Source: an optimization exercise on an open RTL-to-GDS flow (aim: small area and a short achievable clock period). Production flows keep margins and buffers that such runs may drop. In this exercise RTL edits were held to simulation tests only and were not proved equivalent to the original.

**flow/config.mk**
```make
export PLATFORM = sky130hd
export DESIGN_NAME = cordic_2taylor
export DESIGN_NICKNAME = cordic_2taylor
export VERILOG_FILES = /design/flow/design.v
export SDC_FILE = /design/flow/constraint.sdc
export NUM_CORES = 4
export LEC_CHECK = 0
export CAP_MARGIN = 20
export CORE_MARGIN = 2
export CORE_UTILIZATION = 40
export SLEW_MARGIN = 20
```
**flow/constraint.sdc**
```tcl
create_clock -name core_clock -period 10.0 [get_ports {clk}]
set_input_delay 2.0000 -clock core_clock [delete_from_list [all_inputs] [get_ports {clk}]]
set_output_delay 2.0000 -clock core_clock [all_outputs]
set_load 0.01 [all_outputs]
```
**flow/design.v**
```verilog
module sin_h(
    input signed [15:0] r_in,
    output signed [15:0] r_out
    );
     wire signed [15:0] a,b,c,d;
     assign a = r_in + (r_in >>> 2);
     assign b = (a >>> 4)+(r_in >>> 6);
     assign c = b+a; 
     assign d = (c >>> 5)+(r_in);
     assign r_out = d >>>1;     
endmodule
module cos_h(
    input signed [15:0] r,
    output signed [15:0] r_o
    );
    wire signed [15:0] a,b,c,d;
  assign a = r + (r >>> 2);
  assign b = r + (a >>> 2);
  assign c = b >>> 9;
  assign d = r + (r >>> 3);
  assign r_o = c+d;
endmodule
module sinh_23(
    input signed [15:0] rin,
    input S,
    output signed [15:0] rout
    );
     wire signed [15:0] a,b,c,d,e;
     assign a = (rin >>> 4)+ rin;
     assign b = rin + (rin >>> 9);
     assign c = b + (a >>> 7);
     assign d = c >>> 2;
     assign e = b >>> 3;
     assign rout = S? d:e;
endmodule
module cosh_23(
    input signed [15:0] ri,
    input sel,
    output signed [15:0] ro
    );
    wire signed [15:0] a,b,c,d;
    assign a = ri >>>7;
    assign b = (ri >>> 8)+ ri;
    assign c = b >>> 5;
    assign d = sel? c:b;
    assign ro = d + ri;
endmodule
module sinh_45(
    input signed [15:0] rin,
    input s,
    output signed [15:0] rout    
    );
    wire signed [15:0] a,b,c;
    assign a = rin >>> 4;
    assign b = rin >>> 5;
    assign c = s? a:b;
    assign rout = c;
endmodule
module cosh_45(
    input signed [15:0] rin,
    input s,
    output signed [15:0] rout    
    );
    wire signed [15:0] a,b,c;
    assign a = rin >>> 11;
    assign b = rin >>> 9;
    assign c = s? b:a;
    assign rout = rin + c;
endmodule
module stage_1(
    input signed [15:0] x_in,
    input signed [15:0] y_in,
    input signed [15:0] ang_in,
    input clk,
    input reset,
    output reg signed [15:0] x_out,
    output reg signed [15:0] y_out,
    output reg signed [15:0] ang_out
    );
    wire signed [15:0] p,q,u,v,abs_theta;
    assign abs_theta = ang_in[15] ? (~ang_in + 1'b1) : ang_in;
    reg signed [15:0] r,s,w,x,z,k; 
    sin_h S1(.r_in(y_in), .r_out(q));
    sin_h S2(.r_in(x_in), .r_out(u));
    cos_h C1(.r(x_in), .r_o(p));
    cos_h C2(.r(y_in), .r_o(v));
    always @(posedge clk, posedge reset)
    begin
    if(reset)
      begin
      x_out <= 16'b0000000000000000;
      y_out <= 16'b0000000000000000;
      ang_out <= 16'b0000000000000000;
      end
    else
    begin
      if (abs_theta <= 16'b0001000000000000)
         begin
         x_out <= x_in;
         y_out <= y_in;
         ang_out <= ang_in;
         end
      else 
         begin
         case(ang_in[15])
         1'b0: begin 
              x_out <= p+q; 
              y_out <= u+v; 
              ang_out <= ang_in - 16'b0010000000000000; 
              end
         1'b1: begin 
              x_out <= p-q; 
              y_out <= v-u; 
              ang_out <= ang_in + 16'b0010000000000000; 
              end
          endcase
         end
  end
end
endmodule
module stage_23(
    input signed [15:0] x_pr,
    input signed [15:0] y_pr,
    input signed [15:0] ang_pr,
    input clk,
    input reset,
    output reg signed [15:0] sx2_op,
    output reg signed [15:0] sy2_op,
    output reg signed [15:0] sa2_op
    );
  wire signed [15:0] abs_theta,o1,o2,o3,o4,w1,w2,w3,w4;
  assign abs_theta = ang_pr[15] ? (~ang_pr + 1'b1) : ang_pr;
  wire sel23;
  assign sel23 = (abs_theta > 16'b0000110000000000)?1'b1:1'b0;
  sinh_23 S1(.rin(x_pr),.S(sel23),.rout(o1));
  sinh_23 S2(.rin(y_pr),.S(sel23),.rout(o2));
  cosh_23 C1(.ri(x_pr),.sel(sel23),.ro(o3));
  cosh_23 C2(.ri(y_pr),.sel(sel23),.ro(o4)); 
always @(posedge clk, posedge reset)
begin
  if(reset)
      begin
      sx2_op <= 16'b0000000000000000;
      sy2_op<= 16'b0000000000000000;
      sa2_op <= 16'b0000000000000000;
      end
  else 
     begin
     if (abs_theta > 16'b0000110000000000 | abs_theta <= 16'b0000010000000000)
      begin
      sx2_op <= x_pr;
      sy2_op <= y_pr;
      sa2_op <= ang_pr;
      end
  else
      begin
         if(ang_pr[15])
          begin
          sx2_op <= o3 - o2;
          sy2_op <= o4 - o1;
          sa2_op <= sel23? (ang_pr + 16'b0001000000000000) : (ang_pr + 16'b0000100000000000);
          end
         else
          begin
          sx2_op <= o3 + o2;
          sy2_op <= o4 + o1;
          sa2_op <= sel23? (ang_pr - 16'b0001000000000000) : (ang_pr - 16'b0000100000000000);
          end
      end 
    end
end
endmodule  
module stage_45(
    input signed [15:0] sx2_op,
    input signed [15:0] sy2_op,
    input signed [15:0] sa2_op,
    input clk,
    input reset,
    output reg signed [15:0] x_nxt,
    output reg signed [15:0] y_nxt,
    output reg signed [15:0] ang_nxt
    );
    wire signed [15:0] o5,o6,o7,o8,w5,w6,w7,w8,abs_theta2;
    wire sel45;
    assign abs_theta2 = sa2_op[15] ? (~sa2_op + 1'b1) : sa2_op;
    assign sel45 = (abs_theta2 > 16'b0000001100000000)? 1'b1:1'b0;
sinh_45 S3(.rin(sx2_op),.s(sel45),.rout(o5));
sinh_45 S4(.rin(sy2_op),.s(sel45),.rout(o6));
cosh_45 C3(.rin(sx2_op),.s(sel45),.rout(o7));
cosh_45 C4(.rin(sy2_op),.s(sel45),.rout(o8));
always @(posedge clk, posedge reset)
begin
   if(reset)
      begin
      x_nxt <= 16'b0000000000000000;
      y_nxt <= 16'b0000000000000000;
      ang_nxt <= 16'b0000000000000000;
      end
   else
      begin
         if(abs_theta2 <= 16'b0000000100000000)
             begin
             x_nxt <= sx2_op;
             y_nxt <= sy2_op;
             ang_nxt <= sa2_op;
             end 
         else
             begin
             if(sa2_op[15])
                begin
                x_nxt <= o7 - o5;
                y_nxt <= o8 - o6;
                ang_nxt <= sel45? (sa2_op + 16'b0000010000000000) : (sa2_op + 16'b0000001000000000);
                end
             else
                begin
                x_nxt <= o7 + o5;
                y_nxt <= o8 + o6;
                ang_nxt <= sel45? (sa2_op - 16'b0000010000000000) : (sa2_op - 16'b0000001000000000);
                end
             end
      end
end
endmodule
module last_stage(
    input signed [15:0] x3,
    input signed [15:0] y3,
    input signed [15:0] ang3,
    input clk,
    input reset,
    output reg signed [15:0] xf,
    output reg signed [15:0] yf
    );
    wire signed [15:0] abs_theta,w1,w2,w3,w4,w5,w6;
    assign abs_theta = ang3[15] ? (~ang3 + 1'b1) : ang3;
    wire [3:0] k;
    assign k = abs_theta[15:12] + abs_theta[11];
    assign w1 = y3 >>> 9;
    assign w2 = x3 >>> 9;
    assign w3 = k*w1;
    assign w4 = k*w2;
    always @(posedge clk, posedge reset)
    begin
       if (reset)
         begin
         xf <= 16'b0000000000000000;
         yf <= 16'b0000000000000000;
         end
       else 
          begin
               if (ang3[15])
                 begin
                 xf <= x3 + w3;
                 yf <= y3 + w4;
                 end
               else 
                 begin
                 xf <= x3 - w3;
                 yf <= y3 - w4;
                 end
          end
    end
endmodule
`timescale 1ns / 100ps
module cordic_2taylor (
input clk,
input reset,
input signed [15:0] ang,
input signed [15:0] xin,
input signed [15:0] yin,
output signed [15:0] Xout,
output signed [15:0] Yout);
wire signed [15:0] x1, y1, theta1;           
wire signed [15:0] x2, y2, theta2;           
wire signed [15:0] x3, y3, theta3;           
    stage_1 S1(xin,yin,ang,clk,reset,x1,y1,theta1);
    stage_23 S2(x1,y1,theta1,clk,reset,x2,y2,theta2);
    stage_45 S3(x2,y2,theta2,clk,reset,x3,y3,theta3);
    last_stage S4(x3,y3,theta3,clk,reset,Xout,Yout);
endmodule
```
**flow/run.sh**
```bash
#!/bin/bash
# synth_recipe.tcl (not shown) runs the flow's synth.tcl, then flattens the netlist and writes it again
# the make line also repeats each setting of config.mk as NAME=value (left out here)
make -C /OpenROAD-flow-scripts/flow DESIGN_CONFIG=/design/flow/config.mk WORK_HOME=/design/flow/orfs CLKGATE_MAP_FILE= SYNTH_SCRIPT=/design/flow/synth_recipe.tcl finish
```
==> flow_metrics.py <==
metrics = {
    "grt": {
        "grt_pass1_wl_mm": 144,
        "grt_pass1_vias": 28954,
        "grt.total_usage_pct": 21.2,
        "grt_max_degree": 126,
        "antenna_found_initial": 0,
        "gr-total-overflow": 0,
    },
    "status": {
        "status": "no timing/DRC/antenna violations",
    },
    "logic_synthesis": {
        "synth.distinct_cells": 101,
        "yosys_warnings": 4,
        "synth_edf_count": 0,
        "synth_fp_nets": 4781,
        "async_flop_share_pct": 100,
        "ys.flop_type": "dfrtp_1",
        "ys_ff_latch": 176,
        "syn_area_um2": 32300,
        "ys_seq_area_share_pct": 13.6,
        "synthCells": 4147,
        "avgSynthCellArea_um2": 7.79,
    },
    "sta": {
        "relSlewSlack_pct": 34.5,
        "fmax_mhz": 103,
        "hold_viol_final": 0,
        "fin_crit_ns": 9.68,
        "holdWs_ns": 0.428,
        "tightest_slew_ns": 0.981,
        "finClkSkew_ns": 0.0185,
        "maxSlewViolCount": 0,
        "period_share_pct": 96.8,
        "setup_ws_ns": 0.323,
        "setup_viol": 0,
    },
    "route": {
        "dr.pass1.iters": 7,
        "post_drt_wl_per_cell_um": 15.7,
        "vias": 30488,
        "vias_per_cell": 5.41,
        "drt_wl_total_mm": 88.3,
        "remaining_drc_errors": 0,
        "antenna_left": 0,
        "drtIter0Drc": 1751,
    },
    "floorplan": {
        "core_area_um2": 80300,
        "initial_utilization_pct": 40.2,
        "fp.dieH_um": 288,
        "dieArea_um2": 83100,
        "ios": 82,
        "placementRows": 104,
        "die_x_um": 288,
    },
    "finish": {
        "nets": 5195,
        "drive_gt1_share_pct": 13.3,
        "final_util_pct": 47.7,
        "final_cell_mix": "ha_1, buf_4, nand2_1, inv_1, nor2_1",
        "final_common_cell": "ha_1",
        "final_cell_area_um2": 38300,
        "area_delta_synth_final_pct": 18.6,
        "n_antenna_cell": 0,
    },
    "cts": {
        "cts_tree": "built",
        "root_buffer": "clkbuf_16",
        "clock_latency_ns": 0.50,
        "clk_pin_slew_ns": 0.08,
        "clkSinkCount": 176,
        "clockBufferDepth": 2,
        "hold_buffers": 0,
        "cts_made_buffers": 17,
        "ctsHtreeMaxLevel": 4,
    },
    "setup_path": {
        "cpMaxStageDelayCell": "fa_1",
        "worst_path_dominant_cell_family": "compound AO/OA/AOI/OAI gates",
        "cp-start-kind": "input pin",
        "worstPathRequired_ns": 10.39,
        "end_kind": "register",
        "path_common_cell": "buf_4",
        "cp_num_buf_inv": 8,
        "critPathMaxStageDelay_ns": 0.52,
        "crit_type": "in -> reg",
        "cp_data_arrival_time_ns": 10.07,
        "r2r_slack_ns": 2.10,
        "worstPathMaxFanout": 5,
    },
    "hold_path": {
        "hp-class": "reg -> reg",
    },
    "placement": {
        "place.gp.congestion": 0.900,
        "port_buffers": 81,
        "postPlaceCellArea_um2": 37200,
        "dpl.hpwl_mm": 72.5,
        "pre_cts_ws_ns": -0.790,
    },
    "flow_run": {
        "cap_violations": 0,
    },
}
## flip-flops by register name, indices dropped and copies added, names as in the netlist
name	count
S1.ang_out	16
S1.x_out	16
S1.y_out	16
S2.sa2_op	16
S2.sx2_op	16
S2.sy2_op	16
S3.ang_nxt	16
S3.x_nxt	16
S3.y_nxt	16
S4.xf	16
S4.yf	16
## path summary, 6_finish.rpt
path,cells after the start,end,start
hold / removal,0,S3.ang_nxt[7]$_DFF_PP0_,S2.sa2_op[7]$_DFF_PP0_
setup / recovery,37,S1.y_out[15]$_DFF_PP0_,xin[3]
max in group asynchronous,3,S3.ang_nxt[11]$_DFF_PP0_,reset
min in group asynchronous,2,S1.ang_out[3]$_DFF_PP0_,reset
setup reg to reg,30,S2.sx2_op[15]$_DFF_PP0_,S1.y_out[10]$_DFF_PP0_
hold reg to reg,0,S3.ang_nxt[7]$_DFF_PP0_,S2.sa2_op[7]$_DFF_PP0_
## kinds of logic (layout without fill, tap and decap cells)
kind of cell	Yosys count	after routing	share of synthesized area [%]
simple gates	1305	1305	19.6
compound gates	1151	1151	23.3
fa+ha+maj	585	585	25.3
buf+inv	485	912	5.71
xor+xnor	402	402	11.0
flops	176	176	13.6
mux	43	43	1.39
## final cells by class
| cell class | instances | area, µm² |
|---|---|---|
| Clock inverter | 12 | 145 |
| Inverter | 378 | 1430 |
| Tap cell | 1060 | 1330 |
| Timing Repair Buffer | 502 | 3990 |
| Clock buffer | 20 | 447 |
| Sequential cell | 176 | 4410 |
| Multi-Input combinational cell | 3486 | 26600 |
| Fill cell | 7994 | 42000 |
## Yosys cell counts, types with 12 or more instances
cell type  count  share of area, %
mux2_2        15              0.52
nor3_1       124               1.9
o21ai_0      294               4.6
buf_1         19              0.22
nor2b_1       49              0.95
or3b_2        12              0.33
or3_1         65               1.3
a211oi_1      36              0.84
or2_2         16              0.31
inv_1        377               4.4
a31oi_1       42              0.81
a41oi_1       15              0.41
dfrtp_1      176                14
and2_1        40              0.77
a21boi_0      41              0.95
o211ai_1      38              0.88
and3_1        32              0.62
nand2_1      393               4.6
nand4_1       18              0.35
nand2b_1      60               1.2
a2111oi_0     19              0.52
o31ai_1       38              0.88
nand3_1       69               1.1
o21a_1        52               1.2
a211o_1       13              0.35
xor2_1       141               3.8
nor4_1        26              0.50
mux2i_1       28              0.87
o21bai_1      43               1.0
nand3b_1      20              0.46
clkbuf_1      70              0.81
buf_2         16              0.25
or4_1         16              0.37
ha_1         471                18
o41ai_1       14              0.38
nor2_1       315               3.7
a21oi_1      264               4.1
xnor2_1      258               7.0
nor3b_1       14              0.33
fa_1         113               7.0
a21o_1        99               2.3
## repair_timing
action | in CTS | in global routing
setup endpoints to repair | 5 | 13
setup buffers | 0 | 13
pin swaps | 2 | 50
cloned | 0 | 0
resized for setup | 13 | 107
## through the flow
stage                     std cells  TNS [ns]
after global routing           5634   -0.0835
after detailed placement       5589     -4.49
after floorplan                4147         0
after global placement         5589     -3.23
final                          5634         0
after CTS                      5621         0
## routing by layer
metal	wire length (µm)	track usage, %	vias to the layer above	part of all wire (%)
met3	2660	2.20	109	3.0
met4	2790	7.24	0	3.2
met5	0	0	-	0
li1	-	-	15611	-
met1	39500	26.3	14283	45
met2	43400	38.0	485	49

static timing again, ports no longer ideal:
No port has a modelled driver above. Below, the same layout with a new extraction and two added sets of constraints.
Step 1 (the two cells are an assumption about what drives the block):
set clk [get_ports {clk}]
set_driving_cell -lib_cell sky130_fd_sc_hd__clkbuf_16 $clk
set_driving_cell -lib_cell sky130_fd_sc_hd__buf_2 [delete_from_list [all_inputs] $clk]
Step 2 moves the port delays by t, midway between the first and last clock arrival at a register: inputs arrive t later, outputs are due t later. That takes back most of the time a late clock gives input paths.
a / b / c = no drivers / after step 1 / after step 2; a / b = the first two.
t (ns): 0.546
setup WS [ns]: 0.323 / 0.356 / -0.191
pins driven straight from the clock port: 1
With both steps, setup timing fails in this run, where it was met with ideal ports. The setup slack of this run moves by +0.033 ns with the drivers and by -0.514 ns with both steps.
